This is an optimization exercise on Yosys and OpenROAD, whose aim is small area, not a production implementation. Where RTL was checked, it was by simulation tests only, not by an equivalence proof against the original. For run 2, only the layout was checked, not whether the RTL still works. Power and IR drop assume default switching activity.

<file path="flow/design.v">
module GoodButFixBallMotion(
		input        CLOCK_50,
		input        resetn,
		input  [3:0] KEY,
		output [7:0] x,
		output [6:0] y,
		output [2:0] colour,
		output       plot
	);
	localparam [2:0] M_UPD   = 3'b000;
	localparam [2:0] M_RESET = 3'b001;
	localparam [2:0] M_PAUSE = 3'b010;
	localparam [2:0] M_D0    = 3'b011;    
	localparam [2:0] M_DRAW  = 3'b101;
	localparam [2:0] M_ERASE = 3'b111;
	reg  [2:0] mode;
	reg  [7:0] X;
	reg  [6:0] Y;
	reg        C;
	reg  [6:0] P1, P2;      
	reg  [6:0] BX;          
	reg  [6:0] BY;          
	reg        VXN;         
	reg  [2:0] VY;          
	assign plot = mode[0];
	wire y120  = (Y == 7'd120);
	wire x160  = (X == 8'd160);
	wire x159  = (X == 8'd159);
	wire dup   = x160 & ~y120;
	wire [7:0] xo = dup ? 8'd159 : X;
	assign x = xo;
	assign y = Y;
	assign colour = {2'b00, C};
	wire f;
	wire [6:0] nP1, nP2, nBX, nBY;
	wire       nVXN;
	wire [2:0] nVY;
	pong_pix pix(xo, Y, P1, P2, BX, BY, f);
	pong_upd upd(KEY, P1, P2, BX, BY, VXN, VY, nP1, nP2, nBX, nBY, nVXN, nVY);
	always @(posedge CLOCK_50) begin
		if (!resetn) begin
			mode <= M_RESET;
			X <= 8'd156;
			Y <= 7'd0;
			C <= 1'b0;
			P1 <= 7'd59;
			P2 <= 7'd59;
			BX <= 7'd40;
			BY <= 7'd59;
			VXN <= 1'b0;
			VY <= 3'd0;
		end else begin
			case (mode)
				M_RESET: mode <= M_UPD;
				M_UPD: begin
					mode <= X[5] ? M_DRAW : M_D0;
					P1 <= nP1;
					P2 <= nP2;
					BX <= nBX;
					BY <= nBY;
					VXN <= nVXN;
					VY <= nVY;
				end
				default: begin
					if (mode == M_D0 || (x160 && y120 && mode != M_PAUSE)) begin
						X <= 8'd0;
						Y <= 7'd0;
					end else if (x160 && y120) begin
						X <= 8'd28;
						Y <= 7'd82;
					end else if (x160) begin
						X <= 8'd0;
						Y <= Y + 7'd1;
					end else
						X <= X + 8'd1;
					if (x159 && y120) begin
						case (mode)
							M_DRAW:  mode <= M_PAUSE;
							M_PAUSE: mode <= M_ERASE;
							default: mode <= M_UPD;
						endcase
					end else if (mode == M_D0)
						mode <= M_DRAW;
					if (mode == M_ERASE)
						C <= 1'b0;
					else if (mode != M_PAUSE && !(x159 && !y120))
						C <= f;
				end
			endcase
		end
	end
endmodule
module pong_pix(input [7:0] xo, input [6:0] Y, P1, P2, BX, BY, output f);
	wire [7:0] bx = {BX, 1'b0};
	wire in_p1 = (xo == 8'd3 || xo == 8'd4) && (P1 >= 7'd6) && ({1'b0,Y} + 8'd5 >= {1'b0,P1}) && ({1'b0,Y} <= {1'b0,P1} + 8'd5);
	wire in_p2 = (xo == 8'd155 || xo == 8'd156) && (P2 >= 7'd6) && ({1'b0,Y} + 8'd5 >= {1'b0,P2}) && ({1'b0,Y} <= {1'b0,P2} + 8'd5);
	wire in_b  = (BX != 7'd0) && ({1'b0,xo} + 9'd1 >= {1'b0,bx}) && ({1'b0,xo} <= {1'b0,bx} + 9'd1) &&
	             (BY >= 7'd2) && ({1'b0,Y} + 8'd1 >= {1'b0,BY}) && ({1'b0,Y} <= {1'b0,BY} + 8'd1);
	assign f = in_p1 | in_p2 | in_b;
endmodule
module pong_upd(input [3:0] KEY, input [6:0] P1, P2, BX, BY, input VXN, input [2:0] VY,
		output [6:0] nP1, nP2, nBX, nBY, output nVXN, output [2:0] nVY);
	wire [7:0] bx = {BX, 1'b0};
	reg  [2:0] nVY_r;
	wire       rp = BX[6];                   
	wire [6:0] P  = rp ? P2 : P1;
	wire [7:0] D  = {1'b0,BY} - {1'b0,P};   
	wire signed [7:0] Ds = D;
	wire face1 = (bx == 8'd6)   && (P1 >= 7'd6) && (Ds >= -8'sd6) && (Ds <= 8'sd6);
	wire face2 = (bx == 8'd152) && (P2 >= 7'd7) && (Ds >= -8'sd7) && (Ds <= 8'sd7);
	wire side  = ((bx == 8'd4) && (P1 >= 7'd6) || (bx == 8'd154) && (P2 >= 7'd6)) && (Ds >= -8'sd6) && (Ds <= 8'sd6);
	wire wall  = ((BY == 7'd2) || (BY == 7'd117)) && (bx > 8'd2) && (bx < 8'd157);
	wire face  = face1 | face2;
	wire up    = face1 ? (Ds <= -8'sd2) : (Ds <= 8'sd3);
	wire mid   = face1 & (Ds >= -8'sd1) & (Ds <= 8'sd1);
	always @(*) begin
		if (wall | side)  nVY_r = -VY;
		else if (!face)   nVY_r = VY;
		else if (mid)     nVY_r = 3'd0;
		else if (up)      nVY_r = VY - 3'd1;
		else              nVY_r = VY + 3'd1;
	end
	assign nVY  = nVY_r;
	assign nVXN = VXN ^ (face & ~wall);
	assign nBX  = VXN ? BX - 7'd1 : BX + 7'd1;
	assign nBY  = BY + {{4{VY[2]}}, VY};
	assign nP1  = (!KEY[2] && P1 >= 7'd4) ? P1 - 7'd1 : (!KEY[3] && P1 <= 7'd115) ? P1 + 7'd1 : P1;
	assign nP2  = (!KEY[0] && P2 >= 7'd4) ? P2 - 7'd1 : (!KEY[1] && P2 <= 7'd115) ? P2 + 7'd1 : P2;
endmodule
</file>
<file path="flow/run.sh">
#!/bin/bash
# synth_recipe.tcl (not shown) runs the flow's synth.tcl, then flattens the netlist and writes it again
# the make line also repeats each setting of config.mk as NAME=value (left out here)
make -C /OpenROAD-flow-scripts/flow DESIGN_CONFIG=/design/flow/config.mk WORK_HOME=/design/flow/orfs CLKGATE_MAP_FILE= SYNTH_SCRIPT=/design/flow/synth_recipe.tcl finish
</file>
<file path="flow/config.mk">
export PLATFORM = sky130hd
export DESIGN_NAME = GoodButFixBallMotion
export DESIGN_NICKNAME = GoodButFixBallMotion
export VERILOG_FILES = /design/flow/design.v
export SDC_FILE = /design/flow/constraint.sdc
export NUM_CORES = 4
export LEC_CHECK = 0
export CAP_MARGIN = 20
export CORE_MARGIN = 2
export CORE_UTILIZATION = 40
export SLEW_MARGIN = 20
</file>
<file path="flow/constraint.sdc">
create_clock -name core_clock -period 10.0 [get_ports {CLOCK_50}]
set_input_delay 2.0000 -clock core_clock [delete_from_list [all_inputs] [get_ports {CLOCK_50}]]
set_output_delay 2.0000 -clock core_clock [all_outputs]
set_load 0.01 [all_outputs]
</file>
==> out/results.ini, run 1 <==
[outcome]
status=finished clean

[detailed_routing]
drc_errors=0
drtAntennaViolNets=0
via_per_inst=5.79
wirelength_mm=15.8
drt-initial-drc-count=384
drt_pre_antenna_iters=5
avgRoutedWirePerCell_um=16.9
via_count=5407

[yosys]
ys_seq_area_share_pct=17.3
yosysWarnings=2
synth_top_area_cell=ha_1
synth_edf_count=0
ys_seq_elements=51
syn_inst=755
synth.area.top_cells=ha_1, dfxtp_1, xnor2_1
syn_area_per_cell_um2=7.80
ys_async_sr_fraction_pct=0
yosysUniqueCellTypes=70
netlist_area_um2=5890
yosysMostFrequentCell=ha_1
synth_top_area_share_pct=20.4
synth_ff_type=dfxtp_1
synthTopCellsByCount=ha_1, nor2_1, a21oi_1

[layout]
drive_gt1_share_pct=4.53
nets=856
antennaDiodeCount=0
final_util_pct=43.9
area_growth_pct=7.80

[clocking]
hold_buffers=0
post_cts_resized=0
insertion_delay_ns=0.30
post_cts_buffers=0
cts_root_buf=clkbuf_16
cts_buffer_depth=2
tritoncts=yes
cts.sinks=51
cts_buffers=5
path_clk_slew_ns=0.07
ctsHtreeMaxLevel=2

[timing]
setup_tns_ns=0
setup_violations=0
clock_skew_ns=0.00827
slew_violations=0
slew_headroom_pct=46.1
hold_viol_final=0
tightest_slew_ns=0.804
period_share_pct=47.5
rsz0062_at_grt=false
fin_hold_ws_ns=0.567
max_freq_mhz=210
fin_crit_ns=4.75

[worst_setup_path]
cp_num_buf_inv=1
cp_slowest_cell=dfxtp_1
worstPathMaxFanout=13
worstPathCellList=nand4_1 > or3b_1 > and2_1 > or2_2 > clkdlybuf4s50_1
crit_family=simple AND/OR/NAND/NOR gates
required_ns=8.00
cp.arrival_ns=2.75
cp_slowest_stage_delay_ns=0.60
timing.rr.start=BX[6]$_SDFFE_PN0P_
critPathLaunch=Y[3]$_SDFFE_PN0P_
endpoint_kind=primary output
start_kind=flop
criticalPathCategory=flop to primary output

[grt]
grt-ovfl-total=0
grt_max_degree=30
grt_pass1_wl_mm=26.6
grt_use_total_pct=20.2
first_global_vias=5258
antenna_found_initial=0

[power]
p_sw_mw=0.439
p_leak_nw=2.74
clockPowerShare_pct=18.9
comb_power_share_pct=53.3
p_seq_share_pct=27.8
ir_drop_mv=0.0854
swShare_pct=44.0
p_int_mw=0.559
powerDensity_nw_per_um2=157

[floorplanning]
core_area_um2=14500
die_width_um=125
fp-row-count=44
start_util_pct=40.7
ios=25
die_h_um=125
die_area_um2=15700

[placement]
hpwl_mm=12.1
io_buffers=22
place.gp.congestion=0.876

[min_path]
hold_class=flop to flop
holdCritStartpoint=C$_SDFFE_PN0P_

[flow_run]
cap_viol_max_count=0

==> worst reg2reg max path, delay by kind of cell (launching register included) <==
kind	cells	cell delay (ns)
xor+xnor	2	0.42
fa+ha+maj	3	1.08
simple gates	3	0.46
flops	1	0.73
compound gates	6	1.12
buf+inv	1	0.08
==> layout by cell type (no fill, tap or decap), types with 8 or more instances in the layout <==
| cell type | instances |
|---|---|
| a21o_1 | 16 |
| a21oi_1 | 55 |
| clkdlybuf4s50_1 | 22 |
| nor2_1 | 58 |
| o21a_1 | 10 |
| or2_2 | 9 |
| xnor2_1 | 42 |
| dfxtp_1 | 51 |
| a31oi_1 | 8 |
| o21ai_0 | 39 |
| nand4_1 | 12 |
| nand2_1 | 52 |
| nand2b_1 | 16 |
| inv_1 | 52 |
| o211ai_1 | 17 |
| nor3_1 | 16 |
| ha_1 | 96 |
| nand3_1 | 15 |
| nor2b_1 | 15 |
| xor2_1 | 14 |
==> power by group through the flow <==
stage          clock, mW  combinational (mW)  sequential (mW)
2_1_floorplan          0               0.429            0.252
3_3_place_gp           0               0.510            0.283
3_5_place_dp           0               0.524            0.282
4_1_cts            0.190               0.529            0.277
5_1_grt            0.198               0.597            0.283
6_report           0.188               0.533            0.278
==> final timing paths <==
path,end,slack (ns),cells past startpoint
min,C$_SDFFE_PN0P_,0.57,2
max reg2reg,VY[2]$_SDFFE_PN0N_,6.00,15
max,x[4],5.25,5
min reg2reg,C$_SDFFE_PN0P_,0.57,2
==> per-layer routing <==
| metal | global-route usage, % | wire, µm |
|---|---|---|
| met3 | 3.08 | 540 |
| met2 | 33.9 | 7310 |
| met4 | 5.36 | 322 |
| met5 | 0 | 0 |
| met1 | 27.2 | 7640 |
==> registers in the layout, summed over array words and instances, names as in the netlist <==
name	cells
BX	7
P1	7
C	1
mode	3
VXN	1
VY	3
P2	7
BY	7
X	8
Y	7
==> kinds of logic (layout without fill, tap and decap cells) <==
family	Yosys count	after routing	synth area share, %
simple gates	240	240	21.0
compound gates	207	207	23.7
fa+ha+maj	101	101	22.1
buf+inv	92	86	6.27
xor+xnor	56	56	8.33
flops	51	51	17.3
mux	7	7	1.21
other cells	1	2	0.0637
==> through the flow <==
step | worst slack (ns) | total power, mW | area, µm² | std cells
4_1_cts | 5.25 | 0.996 | 6350 | 934
6_report | 5.25 | 0.999 | 6350 | 934
3_3_place_gp | 5.55 | 0.793 | 6200 | 926
2_1_floorplan | 6.09 | 0.681 | 5890 | 756
5_1_grt | 5.08 | 1.08 | 6350 | 934
3_5_place_dp | 5.42 | 0.806 | 6200 | 926
==> final cells by class <==
| type | count | area, µm² |
|---|---|---|
| clock inverters | 2 | 13.8 |
| repair buffers | 25 | 243 |
| inverters | 53 | 199 |
| flip-flops and latches | 51 | 1020 |
| well taps | 184 | 230 |
| multi-input cells | 613 | 4500 |
| fillers | 1443 | 8130 |
| clock buffers | 6 | 139 |
==> run 2: changes to the inputs <==
==> flow/design.v (replaced) <==
module GoodButFixBallMotion(
		input        CLOCK_50,
		input        resetn,
		input  [3:0] KEY,
		output [7:0] x,
		output [6:0] y,
		output [2:0] colour,
		output       plot
	);
	localparam [2:0] M_UPD   = 3'b000;
	localparam [2:0] M_RESET = 3'b001;
	localparam [2:0] M_PAUSE = 3'b010;
	localparam [2:0] M_D0    = 3'b011;    
	localparam [2:0] M_DRAW  = 3'b101;
	localparam [2:0] M_ERASE = 3'b111;
	reg  [2:0] mode;
	reg  [7:0] X;
	reg  [6:0] Y;
	reg        C;
	reg  [6:0] P1, P2;      
	reg  [6:0] BX;          
	reg  [6:0] BY;          
	reg        VXN;         
	reg  [2:0] VY;          
	assign plot = mode[0];
	wire y120  = (Y == 7'd120);
	wire x160  = (X == 8'd160);
	wire x159  = (X == 8'd159);
	wire dup   = x160 & ~y120;
	wire [7:0] xo = dup ? 8'd159 : X;
	assign x = xo;
	assign y = Y;
	assign colour = {2'b00, C};
	wire [7:0] bx = {BX, 1'b0};
	wire in_p1 = (xo == 8'd3 || xo == 8'd4) && (P1 >= 7'd6) && ({1'b0,Y} + 8'd5 >= {1'b0,P1}) && ({1'b0,Y} <= {1'b0,P1} + 8'd5);
	wire in_p2 = (xo == 8'd155 || xo == 8'd156) && (P2 >= 7'd6) && ({1'b0,Y} + 8'd5 >= {1'b0,P2}) && ({1'b0,Y} <= {1'b0,P2} + 8'd5);
	wire in_b  = (BX != 7'd0) && ({1'b0,xo} + 9'd1 >= {1'b0,bx}) && ({1'b0,xo} <= {1'b0,bx} + 9'd1) &&
	             (BY >= 7'd2) && ({1'b0,Y} + 8'd1 >= {1'b0,BY}) && ({1'b0,Y} <= {1'b0,BY} + 8'd1);
	wire f = in_p1 | in_p2 | in_b;
	wire       rp = BX[6];                   
	wire [6:0] P  = rp ? P2 : P1;
	wire [7:0] D  = {1'b0,BY} - {1'b0,P};   
	wire signed [7:0] Ds = D;
	wire face1 = (bx == 8'd6)   && (P1 >= 7'd6) && (Ds >= -8'sd6) && (Ds <= 8'sd6);
	wire face2 = (bx == 8'd152) && (P2 >= 7'd7) && (Ds >= -8'sd7) && (Ds <= 8'sd7);
	wire side  = ((bx == 8'd4) && (P1 >= 7'd6) || (bx == 8'd154) && (P2 >= 7'd6)) && (Ds >= -8'sd6) && (Ds <= 8'sd6);
	wire wall  = ((BY == 7'd2) || (BY == 7'd117)) && (bx > 8'd2) && (bx < 8'd157);
	wire face  = face1 | face2;
	wire up    = face1 ? (Ds <= -8'sd2) : (Ds <= 8'sd3);
	wire mid   = face1 & (Ds >= -8'sd1) & (Ds <= 8'sd1);
	reg  [2:0] nVY;
	always @(*) begin
		if (wall | side)  nVY = -VY;
		else if (!face)   nVY = VY;
		else if (mid)     nVY = 3'd0;
		else if (up)      nVY = VY - 3'd1;
		else              nVY = VY + 3'd1;
	end
	always @(posedge CLOCK_50) begin
		if (!resetn) begin
			mode <= M_RESET;
			X <= 8'd156;
			Y <= 7'd0;
			C <= 1'b0;
			P1 <= 7'd59;
			P2 <= 7'd59;
			BX <= 7'd40;
			BY <= 7'd59;
			VXN <= 1'b0;
			VY <= 3'd0;
		end else begin
			case (mode)
				M_RESET: mode <= M_UPD;
				M_UPD: begin
					mode <= X[5] ? M_DRAW : M_D0;
					if (!KEY[2] && P1 >= 7'd4) P1 <= P1 - 7'd1;
					else if (!KEY[3] && P1 <= 7'd115) P1 <= P1 + 7'd1;
					if (!KEY[0] && P2 >= 7'd4) P2 <= P2 - 7'd1;
					else if (!KEY[1] && P2 <= 7'd115) P2 <= P2 + 7'd1;
					VXN <= VXN ^ (face & ~wall);
					VY <= nVY;
					BX <= VXN ? BX - 7'd1 : BX + 7'd1;
					BY <= BY + {{4{VY[2]}}, VY};
				end
				default: begin
					if (mode == M_D0 || (x160 && y120 && mode != M_PAUSE)) begin
						X <= 8'd0;
						Y <= 7'd0;
					end else if (x160 && y120) begin
						X <= 8'd28;
						Y <= 7'd82;
					end else if (x160) begin
						X <= 8'd0;
						Y <= Y + 7'd1;
					end else
						X <= X + 8'd1;
					if (x159 && y120) begin
						case (mode)
							M_DRAW:  mode <= M_PAUSE;
							M_PAUSE: mode <= M_ERASE;
							default: mode <= M_UPD;
						endcase
					end else if (mode == M_D0)
						mode <= M_DRAW;
					if (mode == M_ERASE)
						C <= 1'b0;
					else if (mode != M_PAUSE && !(x159 && !y120))
						C <= f;
				end
			endcase
		end
	end
endmodule
==> run 2 against run 1 <==
Still clean. Clock power is essentially flat. Worst hold slack worse by 0.029 ns. Sequential power increased by 15%. Maximum frequency grew 0.44%. Routed wire length decreased by 2.6%. Final cell count shrank 2.0%. Sequential share of layout area up 0.23 points. Utilization grew 0.90 points. Synthesized cell count shrank 2.8%. Design area down 1.4%. Critical path type unchanged. Largest cell class unchanged.
==> out/results.ini, run 2 <==
[outcome]
status=finished clean

[grt]
first_global_vias=5224  ; -0.65%
grt-ovfl-total=0  ; unchanged
grt_pass1_wl_mm=25.8  ; -3.0%
antenna_found_initial=0  ; unchanged
grt_max_degree=28  ; -6.7%
grt_use_total_pct=20.1  ; -0.17 points

[placement]
dpl-instance-area_um2=6110  ; -1.5%
io_buffers=22  ; unchanged
place_ws_ns=5.32  ; -0.0928 ns
place.gp.congestion=0.878  ; +0.15%
hpwl_mm=11.7  ; -2.9%

[timing]
period_share_pct=47.3  ; -0.21 points
setup_violations=0  ; unchanged
slew_violations=0  ; unchanged
tightest_slew_ns=0.968  ; +0.164 ns
slew_headroom_pct=35.1  ; -11 points
setup_tns_ns=0  ; unchanged
max_freq_mhz=211  ; +0.44%
fin_crit_ns=4.73  ; -0.0209 ns
hold_viol_final=0  ; unchanged
finalWorstSetupSlack_ns=5.27  ; +0.0209 ns
rsz0062_at_grt=false
clock_skew_ns=0.00750  ; -0.000772 ns

[yosys]
ys_async_sr_fraction_pct=0  ; unchanged
netlist_area_um2=5790  ; -1.8%
synth-xor-area-share_pct=8.63  ; +0.30 points
yosysUniqueCellTypes=68  ; -2.9%
yosysWarnings=1  ; -1
synth_top_area_share_pct=20.8  ; +0.37 points
syn_inst=734  ; -2.8%
synth-adder-area-share_pct=22.5  ; +0.40 points
synth_edf_count=0  ; unchanged
synth_ff_type=dfxtp_1
synth_top_family_by_area=compound AO/OA/AOI/OAI gates
synth.area.top_cells=ha_1, dfxtp_1, xnor2_1
ys_seq_elements=51  ; unchanged
syn_area_per_cell_um2=7.88  ; +1.0%
synthTopCellsByCount=ha_1, a21oi_1, inv_1, nor2_1, dfxtp_1
ys_seq_area_share_pct=17.6  ; +0.31 points
yosysMostFrequentCell=ha_1
synth_top_area_cell=ha_1
synth_compound_area_share_pct=23.6  ; -0.089 points
yosys.area_share.simple_pct=19.7  ; -1.3 points
muxShareOfSynthArea_pct=1.38  ; +0.17 points

[clocking]
cts.sinks=51  ; unchanged
post_cts_buffers=0  ; unchanged
cts_buffer_depth=2  ; unchanged
insertion_delay_ns=0.31  ; about the same
cts_buffers=5  ; unchanged
ctsHtreeMaxLevel=2  ; unchanged
cts_root_buf=clkbuf_16
hold_buffers=0  ; unchanged
post_cts_resized=0  ; unchanged
tritoncts=yes
path_clk_slew_ns=0.07  ; about the same

[worst_setup_path]
worstPathCellList=inv_1 > ha_1 > and4b_1 > nand3_1 > and2_1 > or2_2 > clkdlybuf4s50_1
path_depth=7  ; +2
ff2ff_setup_slack_ns=5.85  ; -0.15 ns
start_kind=flop
rr_worst_depth=15  ; unchanged
criticalPathCategory=flop to primary output
endpoint_kind=primary output
crit_family=simple AND/OR/NAND/NOR gates
required_ns=8.00  ; about the same
cp.arrival_ns=2.73  ; -0.02 ns
worstPathMaxFanout=10  ; -3
cp_slowest_cell=dfxtp_1
cp_num_buf_inv=2  ; +1
timing.rr.start=BX[6]$_SDFFE_PN0P_
reg2reg_to=VY[2]$_SDFFE_PN0N_
cp_slowest_stage_delay_ns=0.55  ; -0.05 ns

[floorplanning]
core_area_um2=14000  ; -3.4%
die_width_um=124  ; -0.87%
die_h_um=124  ; -0.87%
ios=25  ; unchanged
start_util_pct=41.4  ; +0.68 points
die_area_um2=15400  ; -1.7%
fp-row-count=43  ; -2.3%

[layout]
area_growth_pct=8.22
regArea_um2=1020  ; unchanged
final_cell_mix=ha_1, a21oi_1, inv_1, nor2_1, dfxtp_1
final_common_cell=ha_1
largest_reg_flops=8  ; unchanged
nets=841  ; -1.8%
regMostFlops=X
drive_gt1_share_pct=4.35  ; -0.18 points
fin_area_um2=6260  ; -1.4%
antennaDiodeCount=0  ; unchanged
multi_input_area_um2=4390  ; -2.5%
fill_cells=1431  ; -0.83%

[power]
p_leak_nw=2.67  ; -2.8%
powerDensity_nw_per_um2=191  ; +21%
ir_drop_mv=0.0895  ; +4.7%

[min_path]
hold_path_depth=2  ; unchanged
holdCritStartpoint=BY[6]$_SDFFE_PN0P_
min_to=BY[6]$_SDFFE_PN0P_
hold_class=flop to flop

[detailed_routing]
wirelength_mm=15.4  ; -2.6%
drt_pre_antenna_iters=5  ; unchanged
via_per_inst=5.75  ; -0.74%
drtAntennaViolNets=0  ; unchanged
via_count=5258  ; -2.8%
drc_errors=0  ; unchanged
drt-initial-drc-count=326  ; -15%
avgRoutedWirePerCell_um=16.8  ; -0.59%

[flow_run]
cap_viol_max_count=0  ; unchanged

-- run 2: changes by cell type after synthesis, moves of 5 or more --
cell | before | now
nand2_1 | 52 | 45
buf_2 | 10 | 1
nand2b_1 | 16 | 8
a21oi_1 | 55 | 63
o21ai_0 | 40 | 45
nand3_1 | 15 | 23
buf_4 | 3 | 8
-- run 2: logic make-up (layout without fill, tap and decap cells) --
kind of cell / Yosys count / after routing
buffers and inverters: 92 / 92
adders and majority gates: 101 / 101
AOI/OAI and AO/OA: 205 / 205
and+or+nand+nor: 219 / 219
xor gates and xnor gates: 57 / 57
other: 1 / 2
muxes: 8 / 8
DFF: 51 / 51
-- run 2: layer usage --
layer	vias up	GRT usage (%)	wire, µm
li1	2651	-	-
met1	2479	26.8	7510
met2	102	32.8	6970
met3	26	3.22	541
met4	0	7.20	379
met5	-	0	0
-- run 2: per-stage QoR --
step	total power [mW]	util [%]	instances	hold slack (ns)
5_1_grt	1.30	44.8	915	0.555
4_1_cts	1.20	44.8	915	0.531
2_1_floorplan	0.839	-	735	0.475
3_5_place_dp	1.00	43.6	907	0.515
3_3_place_gp	0.979	43.6	907	0.505
6_report	1.19	44.8	915	0.538
-- run 2: worst min-delay path: cells and delay by family, from the launching register on --
family             cells  cell delay [ns]
DFF                    1             0.34
AOI/OAI and AO/OA      2             0.15
-- run 2: worst max path at each step --
stage,startpoint,endpoint,slack (ns)
floorplan,KEY[2],P1[6]$_SDFFE_PN0P_,6.05
global placement,KEY[0],P2[6]$_SDFFE_PN0P_,5.44
detailed placement,KEY[0],P2[6]$_SDFFE_PN0P_,5.32
CTS,Y[0]$_SDFFE_PN0P_,x[4],5.25
global route,Y[0]$_SDFFE_PN0P_,x[2],5.11
finish,Y[0]$_SDFFE_PN0P_,x[4],5.27
-- run 2: layout make-up --
cell class                      instances  area share (%)
Timing Repair Buffer                   26            4.00
Clock buffer                            6            2.22
Sequential cell                        51            16.3
Inverter                               58            3.48
Multi-Input combinational cell        592            70.1
Clock inverter                          2           0.260
Tap cell                              180            3.60
-- run 2: power breakdown --
part,switching (mW),internal [mW]
Sequential,0.0828,0.236
Clock,0.0899,0.101
Combinational,0.385,0.300
Total,0.558,0.637

separate check: timing with driven ports:
The results above use ideal ports. As a check the final layouts listed here were re-extracted and re-timed, cells and wires unchanged. Step 1: set_driving_cell puts a clkbuf_16 on CLOCK_50 and a buf_2 on each other input, an assumption about the parent block. Step 2 times the ports against the registers' clock, not the clock port: input delays grow and output delays shrink by t, the midpoint of the rising clock arrivals with the driver on. Three values: ideal ports, drivers, drivers and shift; two values: the first two.
run | shift t [ns] | slack for setup (ns) | worst data-port slew with drivers (ns)
run 1 | 0.340 | 5.247 / 5.206 / 5.364 | 0.04
run 2 | 0.346 | 5.268 / 5.230 / 5.257 | 0.03
After both steps setup and hold are still met in every run listed. For run 2, which loses most, drivers alone change the setup slack by -0.038 ns; drivers and shift together by -0.011 ns.
